Background: an optimization exercise with open tools, aiming at small area and a short achievable clock period. Do not read the settings as production practice. Where RTL was checked, it was by simulation tests only, not by an equivalence proof against the original. Power is estimated from default activity; no workload was simulated.

## alu_top
module alu_top (
    input clk,
    input [16-1:0] a,
    input [16-1:0] b,
    input [3:0] sel,
    output reg [16-1:0] y,
    output reg carry
);
Size: ~2200 cells after synthesis, ~95 flip-flops, about 13000 sq um of cells after synthesis.
export LEC_CHECK = 0
export ABC_AREA = 1
export CAP_MARGIN = 20
export CORE_MARGIN = 2
export CORE_UTILIZATION = 55
export SLEW_MARGIN = 20
create_clock -name core_clock -period 27.0 [get_ports {clk}]
standard.sh (not shown) runs the stock make flow with config.mk's settings and CLKGATE_MAP_FILE= SYNTH_SCRIPT=/design/flow/synth_recipe.tcl, a recipe that flattens the netlist after the stock synthesis.
==> flow/flow/run.sh <==
#!/bin/bash
# Standard ORFS layout (standard.sh: unchanged synthesis, steps and SDC) with
# a larger setup slack margin for the repair steps.  At the design's 27 ns
# period every path already has slack, so without a margin the repair steps
# do nothing; with MARGIN ns they shorten every path longer than 27 - MARGIN.
set -euo pipefail
MARGIN=15.5
bash standard.sh SETUP_SLACK_MARGIN=$MARGIN  finish > standard.log 2>&1
Rerun with:
--- a/flow/design.v
+++ b/flow/design.v
@@ -74,54 +74,54 @@
   wire G13_1 = p13[2] ? y13[1] : y13[2];
   wire P13_1 = p13[2] & p13[1];
   wire G13_2 = P13_1 ? G13_0 : G13_1;
   wire G13_3 = p13[1] ? G13_0 : y13[1];
   assign c13[0] = div0;
   assign c13[1] = G13_0;
   assign c13[2] = G13_3;
   assign c13[3] = G13_2;
   wire [3:0] s13 = {c13[3], p13 ^ c13[2:0]};
   wire q13 = ~|b[15:3] & s13[3];
   wire [2:0] o13 = (q13 | mul0) ? s13[2:0] : x13;
-  wire [3:0] x12 = {o13, (div0 & a[12])};
-  wire e12 = ~div0 & a[12];
-  wire [3:0] y12 = (b[3:0] & {4{e12}}) | (~b[3:0] & {4{div0}});
+  reg [15:0] s1_a, s1_b;
+  reg [3:0] s1_sel;
+  reg [2:0] s1_o, s1_q;
+  always @(posedge clk) begin
+    s1_a <= a;
+    s1_b <= b;
+    s1_sel <= sel;
+    s1_o <= o13;
+    s1_q <= {q15, q14, q13};
+  end
+  wire div1 = s1_sel == 4'b0011;
+  wire mul1 = s1_sel == 4'b0010;
+  wire [3:0] x12 = {s1_o, (div1 & s1_a[12])};
+  wire e12 = ~div1 & s1_a[12];
+  wire [3:0] y12 = (s1_b[3:0] & {4{e12}}) | (~s1_b[3:0] & {4{div1}});
   wire [3:0] p12 = x12 ^ y12;
   wire [4:0] c12;
-  wire G12_0 = p12[0] ? div0 : y12[0];
+  wire G12_0 = p12[0] ? div1 : y12[0];
   wire G12_1 = p12[2] ? y12[1] : y12[2];
   wire P12_1 = p12[2] & p12[1];
   wire G12_2 = P12_1 ? G12_0 : G12_1;
   wire G12_3 = p12[1] ? G12_0 : y12[1];
   wire G12_4 = p12[3] ? G12_2 : y12[3];
-  assign c12[0] = div0;
+  assign c12[0] = div1;
   assign c12[1] = G12_0;
   assign c12[2] = G12_3;
   assign c12[3] = G12_2;
   assign c12[4] = G12_4;
   wire [4:0] s12 = {c12[4], p12 ^ c12[3:0]};
-  wire q12 = ~|b[15:4] & s12[4];
-  wire [3:0] o12 = (q12 | mul0) ? s12[3:0] : x12;
-  reg [15:0] s1_a, s1_b;
-  reg [3:0] s1_sel;
-  reg [3:0] s1_o, s1_q;
-  always @(posedge clk) begin
-    s1_a <= a;
-    s1_b <= b;
-    s1_sel <= sel;
-    s1_o <= o12;
-    s1_q <= {q15, q14, q13, q12};
-  end
-  wire div1 = s1_sel == 4'b0011;
-  wire mul1 = s1_sel == 4'b0010;
-  wire [4:0] x11 = {s1_o, (div1 & s1_a[11])};
+  wire q12 = ~|s1_b[15:4] & s12[4];
+  wire [3:0] o12 = (q12 | mul1) ? s12[3:0] : x12;
+  wire [4:0] x11 = {o12, (div1 & s1_a[11])};
   wire e11 = ~div1 & s1_a[11];
   wire [4:0] y11 = (s1_b[4:0] & {5{e11}}) | (~s1_b[4:0] & {5{div1}});
   wire [4:0] p11 = x11 ^ y11;
   wire [5:0] c11;
   wire G11_0 = p11[0] ? div1 : y11[0];
   wire G11_1 = p11[2] ? y11[1] : y11[2];
   wire P11_1 = p11[2] & p11[1];
   wire G11_2 = p11[4] ? y11[3] : y11[4];
   wire P11_2 = p11[4] & p11[3];
   wire G11_3 = P11_1 ? G11_0 : G11_1;
   wire G11_4 = P11_2 ? G11_3 : G11_2;
@@ -489,23 +489,23 @@
   assign c2[7] = G2_10;
   assign c2[8] = G2_18;
   assign c2[9] = G2_13;
   assign c2[10] = G2_19;
   assign c2[11] = G2_11;
   assign c2[12] = G2_20;
   assign c2[13] = G2_14;
   assign c2[14] = G2_21;
   wire [14:0] s2 = {c2[14], p2 ^ c2[13:0]};
   wire q2 = ~|s1_b[15:14] & s2[14];
   wire [13:0] o2 = (q2 | mul1) ? s2[13:0] : x2;
-  wire [15:2] qm = {s1_q, q11, q10, q9, q8, q7, q6, q5, q4, q3, q2};
+  wire [15:2] qm = {s1_q, q12, q11, q10, q9, q8, q7, q6, q5, q4, q3, q2};
   wire [15:0] res;
   wire co;
   alu_ops u_ops (.A(s1_a), .B(s1_b), .sel(s1_sel), .Y(res), .C(co));
   reg [15:0] s2_m;         
   reg [13:0] s2_o;
   reg [15:0] s2_a, s2_b;
   reg s2_div, s2_mul;
   always @(posedge clk) begin
     s2_m <= div1 ? {qm, res[1:0]} : res;
     s2_o <= o2;
     s2_a <= s1_a;
Setup slack is worse by 0.68 ns.
Utilization hardly moves.
Wire length came out lower by 1.7%.
Cell area is higher by 3.3%.
Synthesized area rises by 3.5%.
Critical path depth climbs by 6.
Clock power shrinks by about 5%.
Via count is lower by 2.1%.
First-iteration DRC count fell by 11%.
Global-route usage hardly moves.
Worst hold slack gets worse by 0.0094 ns.
Final cell count does not change.
Power is lower by 3.3%.
Die area increases by 3.5%.
No functional check of the RTL was part of any run of this note.

* * *

alu_top, a different RTL version from the one above (not shown whole).
Size: roughly 94 flip-flops, about 15,000 um^2 of cells after synthesis.
clock: 27.0 ns
lec_check: 0
abc_area: 1
cap_margin: 20
core_margin: 2
core_utilization: 55
slew_margin: 20
Scripts as last shown in full above: flow/flow/run.sh
Rerun with:
--- a/flow/design.v
+++ b/flow/design.v
@@ -485,44 +485,44 @@
   assign c12[2] = G12_3;
   assign c12[3] = G12_2;
   assign c12[4] = G12_4;
   wire [3:0] d12 = ~p12 ^ c12[3:0];
   wire q12 = ~|b[15:4] & ~c12[4];
   wire [3:0] r12 = q12 ? d12[3:0] : t12;
-  reg [15:0] s1_a, s1_b;
-  reg [3:0] s1_sel;
-  reg [3:0] s1_r, s1_q;
-  always @(posedge clk) begin
-    s1_a <= a;
-    s1_b <= b;
-    s1_sel <= sel;
-    s1_r <= r12;
-    s1_q <= {q15, q14, q13, q12};
-  end
-  wire [4:0] t11 = {s1_r, s1_a[11]};
-  wire [4:0] p11 = ~(t11 ^ s1_b[4:0]);
+  wire [4:0] t11 = {r12, a[11]};
+  wire [4:0] p11 = ~(t11 ^ b[4:0]);
   wire [5:0] c11;
-  wire G11_0 = p11[0] ? 1'b0 : s1_b[0];
-  wire G11_1 = p11[2] ? s1_b[1] : s1_b[2];
+  wire G11_0 = p11[0] ? 1'b0 : b[0];
+  wire G11_1 = p11[2] ? b[1] : b[2];
   wire P11_1 = p11[2] & p11[1];
-  wire G11_2 = p11[4] ? s1_b[3] : s1_b[4];
+  wire G11_2 = p11[4] ? b[3] : b[4];
   wire P11_2 = p11[4] & p11[3];
   wire G11_3 = P11_1 ? G11_0 : G11_1;
   wire G11_4 = P11_2 ? G11_3 : G11_2;
-  wire G11_5 = p11[1] ? G11_0 : s1_b[1];
-  wire G11_6 = p11[3] ? G11_3 : s1_b[3];
+  wire G11_5 = p11[1] ? G11_0 : b[1];
+  wire G11_6 = p11[3] ? G11_3 : b[3];
   assign c11[0] = 1'b0;
   assign c11[1] = G11_0;
   assign c11[2] = G11_5;
   assign c11[3] = G11_3;
   assign c11[4] = G11_6;
   assign c11[5] = G11_4;
   wire [4:0] d11 = ~p11 ^ c11[4:0];
-  wire q11 = ~|s1_b[15:5] & ~c11[5];
+  wire q11 = ~|b[15:5] & ~c11[5];
   wire [4:0] r11 = q11 ? d11[4:0] : t11;
-  wire [5:0] t10 = {r11, s1_a[10]};
+  reg [15:0] s1_a, s1_b;
+  reg [3:0] s1_sel;
+  reg [4:0] s1_r, s1_q;
+  always @(posedge clk) begin
+    s1_a <= a;
+    s1_b <= b;
+    s1_sel <= sel;
+    s1_r <= r11;
+    s1_q <= {q15, q14, q13, q12, q11};
+  end
+  wire [5:0] t10 = {s1_r, s1_a[10]};
   wire [5:0] p10 = ~(t10 ^ s1_b[5:0]);
   wire [6:0] c10;
   wire G10_0 = p10[0] ? 1'b0 : s1_b[0];
   wire G10_1 = p10[2] ? s1_b[1] : s1_b[2];
   wire P10_1 = p10[2] & p10[1];
   wire G10_2 = p10[4] ? s1_b[3] : s1_b[4];
@@ -859,13 +859,13 @@
   assign c2[12] = G2_20;
   assign c2[13] = G2_14;
   assign c2[14] = G2_21;
   wire [13:0] d2 = ~p2 ^ c2[13:0];
   wire q2 = ~|s1_b[15:14] & ~c2[14];
   wire [13:0] r2 = q2 ? d2[13:0] : t2;
-  wire [15:2] qm = {s1_q, q11, q10, q9, q8, q7, q6, q5, q4, q3, q2};
+  wire [15:2] qm = {s1_q, q10, q9, q8, q7, q6, q5, q4, q3, q2};
   wire [15:0] o;
   wire co;
   alu_ops u_ops (.A(s1_a), .B(s1_b), .sel(s1_sel), .Y(o), .C(co));
   wire isdiv = s1_sel == 4'b0011;
   reg [15:0] s2_m;         
   reg [13:0] s2_r;
=> The changed run completed with no timing, DRC or antenna violations. Combinational power shrinks by 4.2%. Final area shrinks by 5.7%. Wire length shrinks by 8.9%. Worst setup slack got worse by 0.14 ns. Clock skew shrinks by 0.011 ns. Core utilization shrinks by 3.6 points. Fmax shrinks by 1.3%.
For the first run of this note, only the layout was checked, not whether the RTL still works.

* * *

## before
alu_top, a different RTL version from the one above (not shown whole).
For scale: roughly 2,200 cells after synthesis, ~98 flip-flops, about 54 I/O pins, ~0.016 mm^2 of cells after synthesis.
==> module alu_top, before the edit <==
module alu_top (
    input clk,
    input [16-1:0] a,
    input [16-1:0] b,
    input [3:0] sel,
    output reg [16-1:0] y,
    output reg carry
);
  wire [0:0] t15 = a[15];
  wire [1:0] d15 = {1'b0, t15} - {1'b0, b[0:0]};
  wire q15 = ~|b[15:1] & ~d15[1];
  wire [0:0] r15 = q15 ? d15[0:0] : t15;
  wire [1:0] t14 = {r15, a[14]};
  wire [2:0] d14 = {1'b0, t14} - {1'b0, b[1:0]};
  wire q14 = ~|b[15:2] & ~d14[2];
  wire [1:0] r14 = q14 ? d14[1:0] : t14;
  wire [2:0] t13 = {r14, a[13]};
  wire [3:0] d13 = {1'b0, t13} - {1'b0, b[2:0]};
  wire q13 = ~|b[15:3] & ~d13[3];
  wire [2:0] r13 = q13 ? d13[2:0] : t13;
  wire [3:0] t12 = {r13, a[12]};
  wire [4:0] d12 = {1'b0, t12} - {1'b0, b[3:0]};
  wire q12 = ~|b[15:4] & ~d12[4];
  wire [3:0] r12 = q12 ? d12[3:0] : t12;
  wire [4:0] t11 = {r12, a[11]};
  wire [5:0] d11 = {1'b0, t11} - {1'b0, b[4:0]};
  wire q11 = ~|b[15:5] & ~d11[5];
  wire [4:0] r11 = q11 ? d11[4:0] : t11;
  wire [5:0] t10 = {r11, a[10]};
  wire [6:0] d10 = {1'b0, t10} - {1'b0, b[5:0]};
  wire q10 = ~|b[15:6] & ~d10[6];
  wire [5:0] r10 = q10 ? d10[5:0] : t10;
  reg [15:0] s1_a, s1_b;
  reg [3:0] s1_sel;
  reg [5:0] s1_r, s1_q;
  always @(posedge clk) begin
    s1_a <= a;
    s1_b <= b;
    s1_sel <= sel;
    s1_r <= r10;
    s1_q <= {q15, q14, q13, q12, q11, q10};
  end
  wire [6:0] t9 = {s1_r, s1_a[9]};
  wire [7:0] d9 = {1'b0, t9} - {1'b0, s1_b[6:0]};
  wire q9 = ~|s1_b[15:7] & ~d9[7];
  wire [6:0] r9 = q9 ? d9[6:0] : t9;
  wire [7:0] t8 = {r9, s1_a[8]};
  wire [8:0] d8 = {1'b0, t8} - {1'b0, s1_b[7:0]};
  wire q8 = ~|s1_b[15:8] & ~d8[8];
  wire [7:0] r8 = q8 ? d8[7:0] : t8;
  wire [8:0] t7 = {r8, s1_a[7]};
  wire [9:0] d7 = {1'b0, t7} - {1'b0, s1_b[8:0]};
  wire q7 = ~|s1_b[15:9] & ~d7[9];
  wire [8:0] r7 = q7 ? d7[8:0] : t7;
  wire [9:0] t6 = {r7, s1_a[6]};
  wire [10:0] d6 = {1'b0, t6} - {1'b0, s1_b[9:0]};
  wire q6 = ~|s1_b[15:10] & ~d6[10];
  wire [9:0] r6 = q6 ? d6[9:0] : t6;
  wire [10:0] t5 = {r6, s1_a[5]};
  wire [11:0] d5 = {1'b0, t5} - {1'b0, s1_b[10:0]};
  wire q5 = ~|s1_b[15:11] & ~d5[11];
  wire [10:0] r5 = q5 ? d5[10:0] : t5;
  wire [11:0] t4 = {r5, s1_a[4]};
  wire [12:0] d4 = {1'b0, t4} - {1'b0, s1_b[11:0]};
  wire q4 = ~|s1_b[15:12] & ~d4[12];
  wire [11:0] r4 = q4 ? d4[11:0] : t4;
  wire [12:0] t3 = {r4, s1_a[3]};
  wire [13:0] d3 = {1'b0, t3} - {1'b0, s1_b[12:0]};
  wire q3 = ~|s1_b[15:13] & ~d3[13];
  wire [12:0] r3 = q3 ? d3[12:0] : t3;
  wire [15:3] qm = {s1_q, q9, q8, q7, q6, q5, q4, q3};
  wire [15:0] o;
  wire co;
  alu_ops u_ops (.A(s1_a), .B(s1_b), .sel(s1_sel), .Y(o), .C(co));
  wire isdiv = s1_sel == 4'b0011;
  reg [15:0] s2_m;         
  reg [12:0] s2_r;
  reg [2:0] s2_a;
  reg [15:0] s2_b;
  reg s2_div;
  always @(posedge clk) begin
    s2_m <= isdiv ? {qm, o[2:0]} : o;
    s2_r <= r3;
    s2_a <= s1_a[2:0];
    s2_b <= s1_b;
    s2_div <= isdiv;
    carry <= co;
  end
  wire [13:0] t2 = {s2_r, s2_a[2]};
  wire [14:0] d2 = {1'b0, t2} - {1'b0, s2_b[13:0]};
  wire q2 = ~|s2_b[15:14] & ~d2[14];
  wire [13:0] r2 = q2 ? d2[13:0] : t2;
  wire [14:0] t1 = {r2, s2_a[1]};
  wire [15:0] d1 = {1'b0, t1} - {1'b0, s2_b[14:0]};
  wire q1 = ~|s2_b[15:15] & ~d1[15];
  wire [14:0] r1 = q1 ? d1[14:0] : t1;
  wire [15:0] t0 = {r1, s2_a[0]};
  wire [16:0] d0 = {1'b0, t0} - {1'b0, s2_b[15:0]};
  wire q0 = 1'b1 & ~d0[16];
  always @* y = {s2_m[15:3], s2_div ? {q2, q1, q0} : s2_m[2:0]};
endmodule
export LEC_CHECK = 0
export ABC_AREA = 1
export CAP_MARGIN = 20
export CORE_MARGIN = 2
export CORE_UTILIZATION = 40
export SLEW_MARGIN = 20
create_clock -name core_clock -period 27.0 [get_ports {clk}]
run.sh (not shown) runs the stock make flow with config.mk's settings and CLKGATE_MAP_FILE= SYNTH_SCRIPT=/design/flow/synth_recipe.tcl, a recipe that flattens the netlist after the stock synthesis.
Stock flow here: none of the scripts above is used.
[inputs] after vs before
-- flow/design.v --
<<< before, line 458
  wire q11 = ~|b[15:5] & ~d11[5];
  wire [4:0] r11 = q11 ? d11[4:0] : t11;
  wire [5:0] t10 = {r11, a[10]};
  wire [6:0] d10 = {1'b0, t10} - {1'b0, b[5:0]};
  wire q10 = ~|b[15:6] & ~d10[6];
  wire [5:0] r10 = q10 ? d10[5:0] : t10;
  reg [15:0] s1_a, s1_b;
  reg [3:0] s1_sel;
  reg [5:0] s1_r, s1_q;
  always @(posedge clk) begin
    s1_a <= a;
    s1_b <= b;
    s1_sel <= sel;
    s1_r <= r10;
    s1_q <= {q15, q14, q13, q12, q11, q10};
  end
  wire [6:0] t9 = {s1_r, s1_a[9]};
  wire [7:0] d9 = {1'b0, t9} - {1'b0, s1_b[6:0]};
  wire q9 = ~|s1_b[15:7] & ~d9[7];
>>> after, line 458
  wire q11 = ~|b[15:5] & ~d11[5];
  wire [4:0] r11 = q11 ? d11[4:0] : t11;
  reg [15:0] s1_a, s1_b;
  reg [3:0] s1_sel;
  reg [4:0] s1_r, s1_q;
  always @(posedge clk) begin
    s1_a <= a;
    s1_b <= b;
    s1_sel <= sel;
    s1_r <= r11;
    s1_q <= {q15, q14, q13, q12, q11};
  end
  wire [5:0] t10 = {s1_r, s1_a[10]};
  wire [6:0] d10 = {1'b0, t10} - {1'b0, s1_b[5:0]};
  wire q10 = ~|s1_b[15:6] & ~d10[6];
  wire [5:0] r10 = q10 ? d10[5:0] : t10;
  wire [6:0] t9 = {r10, s1_a[9]};
  wire [7:0] d9 = {1'b0, t9} - {1'b0, s1_b[6:0]};
  wire q9 = ~|s1_b[15:7] & ~d9[7];
<<< before, line 500
  wire q3 = ~|s1_b[15:13] & ~d3[13];
  wire [12:0] r3 = q3 ? d3[12:0] : t3;
  wire [15:3] qm = {s1_q, q9, q8, q7, q6, q5, q4, q3};
  wire [15:0] o;
  wire co;
>>> after, line 500
  wire q3 = ~|s1_b[15:13] & ~d3[13];
  wire [12:0] r3 = q3 ? d3[12:0] : t3;
  wire [15:3] qm = {s1_q, q10, q9, q8, q7, q6, q5, q4, q3};
  wire [15:0] o;
  wire co;
Notes after the runs:
The launch point of the critical path comes out s1_b[2]$_DFF_P_ in one run and s1_b[3]$_DFF_P_ in the other, namely in before and after respectively.
Insertion delay to the later sink of the worst-skew pair: before vs after, no meaningful difference
Compared with before, after shows a higher arrival time reported for the critical path endpoint.
after vs. before: cell count went down by about 5%, routed wire length lost about 7%, clock share of power moved up.

-- re-timing with driven ports --
No port has a modelled driver above. Below, the same layouts with a new extraction and two added sets of constraints.
Step 1 assumes that a clkbuf_16 drives the clock port and a buf_2 every other input.
Step 2, shift: input delay + t, output delay - t, t = (earliest + latest rising clock arrival at the registers) / 2. This alone moves slack from input paths to output paths.
a / b / c = ideal / step 1 / step 2; a / b = the first two.
run | t (ns) | setup WS [ns] | clock arrival spread, ns
the first run of note 1 | 0.401 | 14.541 / 14.515 / 14.541 | 0.009 / 0.009
the second run of note 1 | 0.400 | 13.860 / 13.860 / 13.860 | 0.007 / 0.007
the first run of note 2 | 0.403 | 16.016 / 16.016 / 16.016 | 0.025 / 0.025
the second run of note 2 | 0.406 | 15.872 / 15.904 / 15.498 | 0.013 / 0.014
before | 0.423 | 13.165 / 13.165 / 13.165 | 0.013 / 0.012
after | 0.426 | 12.480 / 12.480 / 12.480 | 0.021 / 0.022
After both steps every run listed still meets setup and hold. For the second run of note 2, which loses most, drivers alone change the setup slack by +0.032 ns; drivers and shift together by -0.374 ns.
